What follows belongs to an exercise in optimizing a design on an open flow for small area; a production flow would make more cautious choices. Function was checked by simulation only, so behaviour that the tests miss may differ from the original. Power is estimated from default activity; no workload was simulated.

==> flow/design.v <==
module alu(
    input [3:0] op,
    input [17:0] a,
    input [17:0] b,
    output reg [17:0] result,
    output zf,
    output cf
);
    wire sub = op[3];
    wire [18:0] sum = {1'b0, a} + {1'b0, b ^ {18{sub}}} + {18'd0, sub};
    assign zf = sum[17:0] == 18'd0;
    assign cf = ~sum[18];
    always @(*) begin
        case (op[2:0])
            3'd3, 3'd4: result = a & b;
            3'd5: result = ~(a & b);
            3'd6: result = ~(a | b);
            default: result = sum[17:0];
        endcase
    end
endmodule
module control_unit(
    input [3:0] opcode,
    input ZF,
    input CF,
    output reg branch,
    output pc_write
);
    always @(*) begin
        case (opcode)
            4'd11: branch = ZF;
            4'd12: branch = !ZF && !CF;
            4'd13: branch = !ZF && CF;
            4'd14: branch = !CF;
            4'd15: branch = ZF || CF;
            default: branch = 1'b0;
        endcase
    end
    assign pc_write = branch | (opcode == 4'd7);
endmodule
module rf_aoi222(input a0, input b0, input a1, input b1, input a2, input b2, output y);
    assign y = ~((a0 & b0) | (a1 & b1) | (a2 & b2));
endmodule
module rf_nand2(input a, input b, output y);
    assign y = ~(a & b);
endmodule
module rf_nand6(input [5:0] g, output y);
    assign y = ~&g;
endmodule
module rf_read_bit(input [15:0] sel, input [15:0] d, output y);
    wire [5:0] g;
    rf_aoi222 u0(.a0(sel[0]),  .b0(d[0]),  .a1(sel[1]),  .b1(d[1]),  .a2(sel[2]),  .b2(d[2]),  .y(g[0]));
    rf_aoi222 u1(.a0(sel[3]),  .b0(d[3]),  .a1(sel[4]),  .b1(d[4]),  .a2(sel[5]),  .b2(d[5]),  .y(g[1]));
    rf_aoi222 u2(.a0(sel[6]),  .b0(d[6]),  .a1(sel[7]),  .b1(d[7]),  .a2(sel[8]),  .b2(d[8]),  .y(g[2]));
    rf_aoi222 u3(.a0(sel[9]),  .b0(d[9]),  .a1(sel[10]), .b1(d[10]), .a2(sel[11]), .b2(d[11]), .y(g[3]));
    rf_aoi222 u4(.a0(sel[12]), .b0(d[12]), .a1(sel[13]), .b1(d[13]), .a2(sel[14]), .b2(d[14]), .y(g[4]));
    rf_nand2  u5(.a(sel[15]), .b(d[15]), .y(g[5]));
    rf_nand6  u6(.g(g), .y(y));
endmodule
module register_file(input [15:0] sel, input [287:0] regs, output [17:0] rdata);
    genvar b, i;
    generate
        for (b = 0; b < 18; b = b + 1) begin : bits
            wire [15:0] d;
            for (i = 0; i < 16; i = i + 1) begin : regs_i
                assign d[i] = regs[18*i + b];
            end
            rf_read_bit u(.sel(sel), .d(d), .y(rdata[b]));
        end
    endgenerate
endmodule
module cpu(
    input clk,
    input reset,
    output wire [9:0] imem_addr,
    input wire [17:0] imem_data,
    output wire [9:0] dmem_addr,
    output wire dmem_we,
    output wire [17:0] dmem_wdata,
    input wire [17:0] dmem_rdata,
    output wire [3:0] debug_opcode,
    output wire debug_pc_write,
    output wire debug_branch
);
    reg [9:0] program_counter;
    reg ZF_bit, CF_bit;
    reg [17:0] regs [0:15];
    reg [15:0] valid;
    wire [3:0] opcode = imem_data[17:14];
    wire [3:0] rd  = imem_data[13:10];
    wire [3:0] rs1 = imem_data[9:6];
    wire [3:0] rs2 = imem_data[3:0];
    wire [9:0] addr = imem_data[9:0];
    wire [17:0] simm = {{12{imem_data[5]}}, imem_data[5:0]};
    wire is_st  = opcode == 4'd9;
    wire is_cmp = opcode == 4'd10;
    wire is_ld  = opcode == 4'd8;
    wire reg_write = (opcode != 4'd0) && (opcode[3] == 1'b0 ? opcode != 4'd7 : is_ld);
    wire [3:0] sel_a = (is_cmp | is_st) ? rd : rs1;
    wire [15:0] oh_a = (16'd1 << sel_a) & valid;
    wire [15:0] oh_b = (16'd1 << rs2) & valid;
    wire [287:0] regs_flat;
    genvar gi;
    generate
        for (gi = 0; gi < 16; gi = gi + 1) begin : flat
            assign regs_flat[18*gi +: 18] = regs[gi];
        end
    endgenerate
    wire [17:0] rdata_a, rdata_b;
    register_file port_a(.sel(oh_a), .regs(regs_flat), .rdata(rdata_a));
    register_file port_b(.sel(oh_b), .regs(regs_flat), .rdata(rdata_b));
    wire use_imm = (opcode == 4'd2) | (opcode == 4'd4);
    wire [17:0] opb = use_imm ? simm : rdata_b;
    wire [17:0] alu_result;
    wire zf_in, cf_in;
    alu my_alu(.op(opcode), .a(rdata_a), .b(opb), .result(alu_result), .zf(zf_in), .cf(cf_in));
    wire [17:0] write_data = is_ld ? dmem_rdata : alu_result;
    wire branch, pc_write;
    control_unit cu(.opcode(opcode), .ZF(ZF_bit), .CF(CF_bit), .branch(branch), .pc_write(pc_write));
    always @(posedge clk) begin
        if (reg_write) regs[rd] <= write_data;
    end
    always @(posedge clk or posedge reset) begin
        if (reset) begin
            valid <= 16'd0;
            program_counter <= 10'd1023;
            ZF_bit <= 1'b0;
            CF_bit <= 1'b0;
        end else begin
            if (reg_write) valid[rd] <= 1'b1;
            if (is_cmp) begin
                ZF_bit <= zf_in;
                CF_bit <= cf_in;
            end
            program_counter <= program_counter + (pc_write ? addr : 10'd1);
        end
    end
    assign imem_addr = program_counter;
    assign dmem_addr = addr;
    assign dmem_we = is_st;
    assign dmem_wdata = rdata_a;
    assign debug_opcode = opcode;
    assign debug_pc_write = pc_write;
    assign debug_branch = branch;
endmodule
==> flow/run.sh <==
#!/bin/bash
# synth_recipe.tcl (not shown) runs the flow's synth.tcl, then flattens the netlist and writes it again
# the make line also repeats each setting of config.mk as NAME=value (left out here)
make -C /OpenROAD-flow-scripts/flow DESIGN_CONFIG=/design/flow/config.mk WORK_HOME=/design/flow/orfs CLKGATE_MAP_FILE= SYNTH_SCRIPT=/design/flow/synth_recipe.tcl finish
==> flow/config.mk <==
export PLATFORM = sky130hd
export DESIGN_NAME = cpu
export DESIGN_NICKNAME = cpu
export VERILOG_FILES = /design/flow/design.v
export SDC_FILE = /design/flow/constraint.sdc
export NUM_CORES = 4
export LEC_CHECK = 0
export CAP_MARGIN = 20
export CORE_MARGIN = 2
export CORE_UTILIZATION = 30
export SLEW_MARGIN = 20
export SYNTH_HIERARCHICAL = 1
export SYNTH_MINIMUM_KEEP_SIZE = 0
==> flow/constraint.sdc <==
create_clock -name core_clock -period 7.0 [get_ports {clk}]
set_input_delay 1.4000 -clock core_clock [delete_from_list [all_inputs] [get_ports {clk}]]
set_output_delay 1.4000 -clock core_clock [all_outputs]
set_load 0.01 [all_outputs]
==> summary.md, run 1 <==
| Metric | Value |
|---|---|
| Run status | `complete, no violations` |
| Number of DRC violations after detailed-routing iteration 0 | `between 1.5k and 2k` |
| Leak pwr | `6.54 nW` |
| Post-synthesis to final-layout area growth | `21.5%` |
| Depth of the worst register-to-register path | `17` |
| HPWL after detailed placement | `roughly 35000 µm` |
| Fmax | `154 MHz` |
| Clock tree from TritonCTS | `built` |
| Mapped Avg Cell Area | `13.5 µm²` |
| Kind of start point of the critical path | `primary input` |
| Commonest cells after routing, fill and taps aside | `sky130_fd_sc_hd__edfxtp_1, sky130_fd_sc_hd__a222oi_1, sky130_fd_sc_hd__buf_4` |
| R2R setup slack | `1.85 ns` |
| Starting density of the core | `30.5%` |
| Via Count | `roughly 12k` |
| Post-layout nets | `1423` |
| Total die area | `between 50000 and 60000 µm²` |
| Final setup violating endpoints | `0` |
| Total power divided by cell area | `294 nW/µm²` |
| Data arrival time of the critical path | `6.73 ns` |
| Max-slew violations | `0` |
| Initial antenna violation count | `0` |
| EDFF count, synth | `roughly 290` |
| Global-route total usage across every layer | `18.6%` |
| Sink count of the clock tree | `around 320` |
| Grt total ovfl | `0` |
| Share of synthesized registers carrying an async set or reset | `a little under 9%` |
| Number of instances in the synthesized netlist | `1164` |
| Worst IR Drop VDD | `0.157 mV` |
| X dimension of the die | `233 µm` |
| Worst setup path endpoint | `regs[7][14]` |
| Adder and majority gate portion of the synthesized area | `between 2 and 3%` |
| Vias per std cell | `6.02` |
| Combined area of all synthesized cells | `around 16000 µm²` |
| Post-CTS setup buffer count | `0` |
| Number of endpoints with negative hold slack in the final report | `0` |
| Number of storage elements in the synthesis netlist | `316` |
| Register area share after synthesis | `59.7%` |
| Normalized max-slew margin | `37.3%` |
| Type of the most critical hold path | `register to register` |
| Mapped Nets | `1236` |
| Setup TNS Final | `0 ns` |
| Number of antenna cells inserted | `0` |
| Routed wire length per instance | `25.0 µm` |
| Kind of critical path | `primary input to register` |
| Share of post-route cells with drive strength above 1 | `about 16%` |
| Clock buffer depth | `3` |
| Number of port buffers | `82` |
| Top-level I/O count | `83` |
| Critical path endpoint category | `register` |
| Synth Flop Type | `sky130_fd_sc_hd__edfxtp_1` |
| Worst Tran Pin Value | `approximately 0.94 ns` |
| Total of max-cap violations | `0` |
| Rows | `between 80 and 90` |
| Global-route wire length before repair | `76300 µm` |
| Number of warning messages in the yosys log | `9` |
| Endpoint of the worst register-to-register path | `regs[14][16]` |
| Most common library cell in the layout ignoring fill and taps | `sky130_fd_sc_hd__edfxtp_1` |
| Crit path from | `imem_data[17]` |
| CTS resizes | `0` |
| Clock transition at the register clock pins on the worst setup and hold paths after CTS | `~0.060 ns` |
| Complex-gate fraction of the synthesized area | `a little under a fifth` |
| Antenna-violating nets left | `0` |
| RR Startpoint | `valid[9]` |
| Setup repair after global routing missed its margin | `false` |
| Die Ht | `233 µm` |
| Distinct cells, synth | `72` |
| Detailed-routing iteration count for the pre-antenna-repair pass | `11` |
| Final cycle utilization of the critical path | `92.5%` |
| DRC Markers | `0` |
| Cell at the root of the clock tree | `sky130_fd_sc_hd__clkbuf_16` |
| Number of global-route vias before repair | `12.2k` |
| Core Region | `51500 µm²` |
| Area fraction in and, or, nand and nor cells after synthesis | `11.9%` |
| Peak fanout along the critical path | `16` |
| Placer congestion estimate | `0.931` |
| Dominant combinational cell family by area after synthesis | `compound AO/OA/AOI/OAI gates` |
| Portion of netlist area occupied by mux cells | `1.99%` |
| Data required time at the worst endpoint | `slightly above 7 ns` |
| Clock insertion delay at the later pin of the skew report | `0.57 ns` |
| PnR worst setup slack | `0.525 ns` |
| Placement-stage worst setup slack | `0.0574 ns` |
| Number of buffers inserted for hold repair after clock tree synthesis | `0` |
| H-Tree Level Count | `1` |
| Total length of routed wires | `51400 µm` |
| XOR/XNOR share of the synthesized area | `2.46%` |
| Final critical delay including setup and external delays | `approximately 6.5 ns` |
| Pin count of the biggest net entering global routing | `49` |
| TritonCTS buffer count | `28` |
| Post-route clock skew | `0.0270 ns` |
[synth_stat cells, types with 4 or more instances]
cell type / number / area [µm²]
sky130_fd_sc_hd__nand3b_1: 6 / 45.0
sky130_fd_sc_hd__a21oi_1: 37 / 185
sky130_fd_sc_hd__a21o_1: 35 / 263
sky130_fd_sc_hd__nand2_1: 81 / 304
sky130_fd_sc_hd__nor3_1: 18 / 90.1
sky130_fd_sc_hd__and4_1: 36 / 315
sky130_fd_sc_hd__o21a_1: 6 / 45.0
sky130_fd_sc_hd__xor2_1: 28 / 245
sky130_fd_sc_hd__o31ai_1: 5 / 37.5
sky130_fd_sc_hd__o21ai_0: 29 / 145
sky130_fd_sc_hd__and3_1: 35 / 219
sky130_fd_sc_hd__or3_1: 6 / 37.5
sky130_fd_sc_hd__nand2b_1: 8 / 50.1
sky130_fd_sc_hd__mux2_2: 25 / 282
sky130_fd_sc_hd__nor2b_1: 9 / 56.3
sky130_fd_sc_hd__a222oi_1: 180 / 1800
sky130_fd_sc_hd__buf_6: 6 / 67.6
sky130_fd_sc_hd__clkbuf_1: 12 / 45.0
sky130_fd_sc_hd__and2_1: 13 / 81.3
sky130_fd_sc_hd__a32oi_1: 8 / 70.1
sky130_fd_sc_hd__a31oi_1: 8 / 50.1
sky130_fd_sc_hd__nor2_1: 54 / 203
sky130_fd_sc_hd__edfxtp_1: 288 / 8650
sky130_fd_sc_hd__xnor2_1: 16 / 140
sky130_fd_sc_hd__dfrtp_1: 18 / 450
sky130_fd_sc_hd__inv_1: 18 / 67.6
sky130_fd_sc_hd__dfstp_2: 10 / 263
sky130_fd_sc_hd__buf_4: 17 / 128
sky130_fd_sc_hd__nand3_1: 52 / 260
sky130_fd_sc_hd__ha_1: 32 / 400
sky130_fd_sc_hd__o31ai_2: 4 / 50.1
[worst max-delay path, cell delays in order]
cell                              delay (ns)
sky130_fd_sc_hd__clkdlybuf4s50_1        0.55
sky130_fd_sc_hd__nand2b_4               0.09
sky130_fd_sc_hd__nand2b_1               0.18
sky130_fd_sc_hd__buf_12                 0.16
sky130_fd_sc_hd__nand3b_1               0.09
sky130_fd_sc_hd__o31ai_2                0.12
sky130_fd_sc_hd__and3_1                 0.25
sky130_fd_sc_hd__buf_4                  0.23
sky130_fd_sc_hd__a222oi_1               0.37
sky130_fd_sc_hd__and4_1                 0.32
sky130_fd_sc_hd__nand3_1                0.19
sky130_fd_sc_hd__ha_1                   0.40
sky130_fd_sc_hd__o21a_1                 0.19
sky130_fd_sc_hd__o31a_1                 0.15
sky130_fd_sc_hd__o311ai_1               0.24
sky130_fd_sc_hd__nor3b_2                0.31
sky130_fd_sc_hd__o21bai_1               0.10
sky130_fd_sc_hd__a21oi_1                0.17
sky130_fd_sc_hd__xor2_1                 0.26
sky130_fd_sc_hd__a2111oi_0              0.15
sky130_fd_sc_hd__or3_1                  0.38
sky130_fd_sc_hd__mux2_2                 0.40
[stage by stage]
step	area (µm²)	hold WS [ns]	utilization, %	power (mW)	cells
2_1_floorplan	15700	0.433	-	3.38	1164
3_3_place_gp	18100	0.467	35.2	4.03	1999
3_5_place_dp	18100	0.468	35.2	4.06	1999
4_1_cts	19000	0.481	37.0	5.60	2050
5_1_grt	19100	0.508	37.0	5.84	2052
6_report	19100	0.475	37.0	5.60	2052
[per-module statistics from Yosys, one instance, submodules excluded, excerpt]
module,flops+latches,cell area (µm²),copies in the design
alu,0,1840,1
control_unit,0,93.8,1
rf_aoi222,0,10.0,180
rf_nand2,0,3.75,36
rf_nand6,0,13.8,36
cpu,316,11300,1
[area by class of cell]
type / count / area, µm²
clock buffers: 35 / 748
well taps: 680 / 851
inverters: 19 / 71.3
multi-input cells: 792 / 6060
repair buffers: 194 / 1810
flip-flops and latches: 316 / 9360
fillers: 4917 / 32400
clock inverters: 16 / 158
[power breakdown]
group          switching, mW  leakage [nW]  internal, mW
clock                  0.678         0.429         0.866
sequential            0.0659          2.92          2.36
combinational          0.967          3.19         0.662
[layer usage]
layer  part of all wire, %  GRT usage (%)
met4                   2.8           6.49
met5                     0              0
met2                    48           31.8
met1                    39           23.8
met3                    10           2.90
[state kept, by name, summed over array words and instances, names as in the netlist]
signal / cells
regs: 288
valid: 16
program_counter: 10
CF_bit: 1
ZF_bit: 1
[worst min path at each step]
stage | start | end | cells past startpoint
CTS | valid[12] | valid[12] | 1
global placement | valid[7] | valid[7] | 1
finish | valid[12] | valid[12] | 1
global route | valid[7] | valid[7] | 1
floorplan | valid[10] | valid[10] | 1
detailed placement | valid[12] | valid[12] | 1
[kinds of logic after synthesis]
logic type,count (synthesis)
compound gates,348
simple gates,338
flops,316
buf+inv,56
xor+xnor,44
fa+ha+maj,34
mux,28
==> run 2: changes to the inputs <==
==> flow/flow/run.sh (new file) <==
#!/bin/bash
set -euo pipefail
export BUFFER_PORTS_ARGS="-buffer_cell sky130_fd_sc_hd__buf_1"
bash standard.sh > flow.log 2>&1
==> flow/standard.sh (new file) <==
#!/bin/bash
# synth_recipe.tcl (not shown) runs the flow's synth.tcl, then flattens the netlist and writes it again
# the make line also repeats each setting of config.mk as NAME=value (left out here)
make -C /OpenROAD-flow-scripts/flow DESIGN_CONFIG=/design/flow/config.mk WORK_HOME=/design/flow/orfs CLKGATE_MAP_FILE= SYNTH_SCRIPT=/design/flow/synth_recipe.tcl "${@:-finish}"
--- a/flow/config.mk
+++ b/flow/config.mk
@@ -7,7 +7,10 @@
 export LEC_CHECK = 0
 export CAP_MARGIN = 20
 export CORE_MARGIN = 2
-export CORE_UTILIZATION = 30
+export CORE_UTILIZATION = 50
+export CTS_BUF_LIST = sky130_fd_sc_hd__clkbuf_8
+export CTS_CLUSTER_DIAMETER = 50
+export CTS_CLUSTER_SIZE = 15
 export SLEW_MARGIN = 20
 export SYNTH_HIERARCHICAL = 1
 export SYNTH_MINIMUM_KEEP_SIZE = 0
removed: flow/run.sh
==> run 2 against run 1 <==
  * Via count is 0.36% lower
  * Critical path depth is 2 lower
  * Clock-buffer cell count decreased by 4
  * Cell area down 8.0%
  * Combinational power shrank 11%
  * Clock skew is 0.0045 ns higher
==> summary.md, run 2 <==
| Metric | Value |
|---|---|
| Total length of routed wires | `51200 µm (-0.45%)` |
| Final critical delay including setup and external delays | `6.36 ns (-0.112 ns)` |
| Commonest cells after routing, fill and taps aside | `sky130_fd_sc_hd__edfxtp_1, sky130_fd_sc_hd__a222oi_1, sky130_fd_sc_hd__nand2_1` |
| Final instance area | `17500 µm² (-8.0%)` |
| Clock buffer depth | `3 (unchanged)` |
| Clock transition at the register clock pins on the worst setup and hold paths after CTS | `0.09 ns (+0.03 ns)` |
| Cell types with the largest area share after synthesis | `sky130_fd_sc_hd__edfxtp_1, sky130_fd_sc_hd__a222oi_1, sky130_fd_sc_hd__dfrtp_1` |
| Setup repair after global routing missed its margin | `false` |
| Most frequent cell after synthesis | `sky130_fd_sc_hd__edfxtp_1` |
| Critical path endpoint category | `register` |
| Largest registers in the final layout | `regs x288, valid x16, program_counter x10` |
| Largest stage delay, worst path | `0.42 ns (-0.13 ns)` |
| Global-route total usage across every layer | `30.6% (+12 points)` |
| Setup TNS Final | `0 ns (unchanged)` |
| Share of synthesized registers carrying an async set or reset | `8.86% (unchanged)` |
| Dominant combinational cell family by area after synthesis | `compound AO/OA/AOI/OAI gates` |
| Vias per std cell | `7.11 (+18%)` |
| Mapped Nets | `1236 (unchanged)` |
| Global-route wire length before repair | `75100 µm (-1.6%)` |
| Worst Tran Pin Value | `1.06 ns (+0.119 ns)` |
| Rows | `64 (-23%)` |
| Via Count | `12.3k (-0.36%)` |
| Layout fillers | `2549 (-48%)` |
| Pin count of the biggest net entering global routing | `49 (unchanged)` |
| Complex-gate fraction of the synthesized area | `19.1% (unchanged)` |
| Clock insertion delay at the later pin of the skew report | `0.63 ns (+0.06 ns)` |
| Number of buffers inserted for hold repair after clock tree synthesis | `0 (unchanged)` |
| Area share of the largest cell type after synthesis | `55.1% (unchanged)` |
| Number of instances in the synthesized netlist | `1164 (unchanged)` |
| TritonCTS buffer count | `31 (+11%)` |
| Chain of cells forming the critical path | `buf_1 > nor2_1 > and3_1 > buf_4 > a222oi_1 > and4_1 > nand3_1 > mux2_2 > xor2_1 > ha_1 > nor2b_1 > o31a_1 > o311ai_1 > nor3b_2 > o21bai_1 > a21oi_1 > xor2_1 > a2111oi_0 > or3_1 > mux2_2` |
| Mapped Avg Cell Area | `13.5 µm² (unchanged)` |
| Kind of start point of the critical path | `primary input` |
| Post-synthesis cell type with the largest combined area | `sky130_fd_sc_hd__edfxtp_1` |
| Number of warning messages in the yosys log | `9 (unchanged)` |
| Combined area of all synthesized cells | `15700 µm² (unchanged)` |
| Placement-stage worst setup slack | `0.101 ns (+0.0434 ns)` |
| Post-layout nets | `1389 (-2.4%)` |
| H-Tree Level Count | `1 (unchanged)` |
| XOR/XNOR share of the synthesized area | `2.46% (unchanged)` |
| Post-synthesis to final-layout area growth | `11.8%` |
| Adder and majority gate portion of the synthesized area | `2.81% (unchanged)` |
| Register area share after synthesis | `59.7% (unchanged)` |
| Max-slew violations | `0 (unchanged)` |
| Antenna-violating nets left | `0 (unchanged)` |
| Cell type of the slowest stage on the worst timing path | `sky130_fd_sc_hd__a222oi_1` |
| Flip-flop count of the largest register, all copies and words added | `288 (unchanged)` |
| CTS resizes | `0 (unchanged)` |
| PnR worst setup slack | `0.637 ns (+0.112 ns)` |
| Distinct cells, synth | `72 (unchanged)` |
| Top-level I/O count | `83 (unchanged)` |
| Number of antenna cells inserted | `0 (unchanged)` |
| Number of endpoints with negative hold slack in the final report | `0 (unchanged)` |
| Total of max-cap violations | `0 (unchanged)` |
| Routed wire length per instance | `29.6 µm (+18%)` |
| Data required time at the worst endpoint | `7.32 ns (+0.06 ns)` |
| Worst IR Drop VDD | `0.147 mV (-6.7%)` |
| DRC Markers | `0 (unchanged)` |
| Clock tree from TritonCTS | `built` |
| Most common library cell in the layout ignoring fill and taps | `sky130_fd_sc_hd__edfxtp_1` |
| Critical path buffers and inverters | `2 (-1)` |
| Share of post-route cells with drive strength above 1 | `14.2% (-2.0 points)` |
| Type of the most critical hold path | `register to register` |
| Portion of netlist area occupied by mux cells | `1.99% (unchanged)` |
| Normalized max-slew margin | `29.1% (-8.2 points)` |
| Sink count of the clock tree | `316 (unchanged)` |
| Post-route clock skew | `0.0315 ns (+0.00452 ns)` |
| Synth Flop Type | `sky130_fd_sc_hd__edfxtp_1` |
| Fmax | `157 MHz (+1.8%)` |
| Number of storage elements in the synthesis netlist | `316 (unchanged)` |
| Post-CTS setup buffer count | `0 (unchanged)` |
| Cell at the root of the clock tree | `sky130_fd_sc_hd__clkbuf_8` |
| Cell area reported after detailed placement | `16900 µm² (-6.7%)` |
| Final cycle utilization of the critical path | `90.9% (-1.6 points)` |
| Total power divided by cell area | `286 nW/µm² (-2.6%)` |
| HPWL after detailed placement | `34100 µm (-3.2%)` |
| Total die area | `32800 µm² (-39%)` |
| Register bank with the most flops | `regs` |
| Family of cells with the greatest summed delay on the critical path | `simple AND/OR/NAND/NOR gates` |
| Leak pwr | `6.01 nW (-8.1%)` |
| Detailed-routing iteration count for the pre-antenna-repair pass | `9 (-2)` |
| Run status | `complete, no violations` |
| Number of DRC violations after detailed-routing iteration 0 | `2348 (+18%)` |
| Most instantiated cells after synthesis | `sky130_fd_sc_hd__edfxtp_1, sky130_fd_sc_hd__a222oi_1, sky130_fd_sc_hd__nand2_1, sky130_fd_sc_hd__nor2_1, sky130_fd_sc_hd__nand3_1` |
| Placer congestion estimate | `0.931 (unchanged)` |
| EDFF count, synth | `288 (unchanged)` |
| Core Region | `30700 µm² (-40%)` |
| Data arrival time of the critical path | `6.68 ns (-0.05 ns)` |
| Final setup violating endpoints | `0 (unchanged)` |
| Area fraction in and, or, nand and nor cells after synthesis | `11.9% (unchanged)` |
| Kind of critical path | `primary input to register` |
| Number of global-route vias before repair | `11.7k (-3.9%)` |
| Initial antenna violation count | `0 (unchanged)` |
| Peak fanout along the critical path | `16 (unchanged)` |
| Die Ht | `181 µm (-22%)` |
| Grt total ovfl | `0 (unchanged)` |
| X dimension of the die | `181 µm (-22%)` |
| Total chip power | `5.02 mW (-10%)` |
| Number of port buffers | `82 (unchanged)` |
| Starting density of the core | `51.0% (+21 points)` |
==> run 2: worst paths after layout <==
path | slack, ns | endpoint | from | depth (start not counted)
setup / recovery | 0.64 | regs[4][14] | imem_data[1] | 20
hold / removal | 0.49 | valid[11] | valid[11] | 1
setup reg to reg | 1.64 | regs[4][14] | valid[12] | 18
hold reg to reg | 0.49 | valid[11] | valid[11] | 1
max in group asynchronous | 5.77 | program_counter[9] | reset | 3
min in group asynchronous | 0.62 | CF_bit | reset | 2
==> run 2: per-stage QoR <==
stage,instances,util [%],hold slack (ns)
after global placement,1679,55.0,0.471
after floorplan,1164,-,0.433
after detailed placement,1679,55.0,0.472
final,1731,57.0,0.494
after global routing,1731,57.0,0.520
after CTS,1730,57.0,0.493
==> run 2: worst reg2reg max path: stages (launching register included) <==
cell                        delay [ns]
sky130_fd_sc_hd__dfrtp_1          0.41
sky130_fd_sc_hd__and3_1           0.21
sky130_fd_sc_hd__buf_4            0.25
sky130_fd_sc_hd__a222oi_1         0.42
sky130_fd_sc_hd__and4_1           0.35
sky130_fd_sc_hd__nand3_1          0.10
sky130_fd_sc_hd__mux2_2           0.33
sky130_fd_sc_hd__xor2_1           0.17
sky130_fd_sc_hd__ha_1             0.35
sky130_fd_sc_hd__nor2b_1          0.16
sky130_fd_sc_hd__o31a_1           0.29
sky130_fd_sc_hd__o311ai_1         0.26
sky130_fd_sc_hd__nor3b_2          0.31
sky130_fd_sc_hd__o21bai_1         0.09
sky130_fd_sc_hd__a21oi_1          0.19
sky130_fd_sc_hd__xor2_1           0.27
sky130_fd_sc_hd__a2111oi_0        0.14
sky130_fd_sc_hd__or3_1            0.37
sky130_fd_sc_hd__mux2_2           0.39
==> run 2: final cells by class <==
type                       instances  area, µm²  area share, %
clock buffer                      31        427           2.43
clock inverter                    20        178           1.01
inverter                          19       71.3          0.407
multi-input combinational        792       6050           34.5
sequential                       316       9360           53.4
tap                              396        495           2.83
timing repair buffer             157        956           5.45
==> run 2: routing by layer <==
| layer | global-route usage (%) | share of wire, % |
|---|---|---|
| met3 | 6.25 | 12 |
| met4 | 8.78 | 2.4 |
| met5 | 0 | 0 |
| met1 | 43.3 | 40 |
| met2 | 48.3 | 45 |
==> run 2: cells by family after synthesis <==
kind of cell    after synthesis
compound gates              348
simple gates                338
buf+inv                      56
xor+xnor                     44
fa+ha+maj                    34
mux                          28
flops                       316
==> run 2: report_power, final <==
part	leakage, nW	switching, mW	internal, mW	total (mW)
sequential	2.92	0.0628	2.36	2.42
combinational	2.77	0.959	0.487	1.45
clock	0.316	0.678	0.473	1.15
==> run 2: per-module statistics from Yosys, one instance, submodules excluded, a selection <==
module	flops+latches	cells inside	area [µm²]	times used
rf_aoi222	0	1	10.0	180
rf_nand2	0	1	3.75	36
alu	0	285	1840	1
control_unit	0	14	93.8	1
rf_nand6	0	2	13.8	36
cpu	316	577	11300	1

[afterwards: timing with drivers on the ports]
In the flow no input, the clock included, has a driving cell. The finished layouts below were timed again as built, in two steps. Step 1 sets driving cells, clkbuf_16 on the clock port and buf_2 on the other inputs (assumed; they add their load-dependent delay and slew). Step 2 also shifts input and output timing later by t, the mid clock arrival at the registers, as if the neighbouring blocks saw the same clock. Three values: ideal ports, drivers, drivers and shift; two values: the first two.
run | shift t [ns] | slack for setup (ns) | pins driven straight from the clock port
run 1 | 0.621 | 0.525 / 0.546 / -0.075 | 1
run 2 | 0.659 | 0.637 / 0.660 / 0.001 | 1
With both steps, setup timing fails in run 1, where it was met with ideal ports. The setup slack of run 2, which loses most, moves by +0.023 ns with the drivers and by -0.636 ns with both steps.
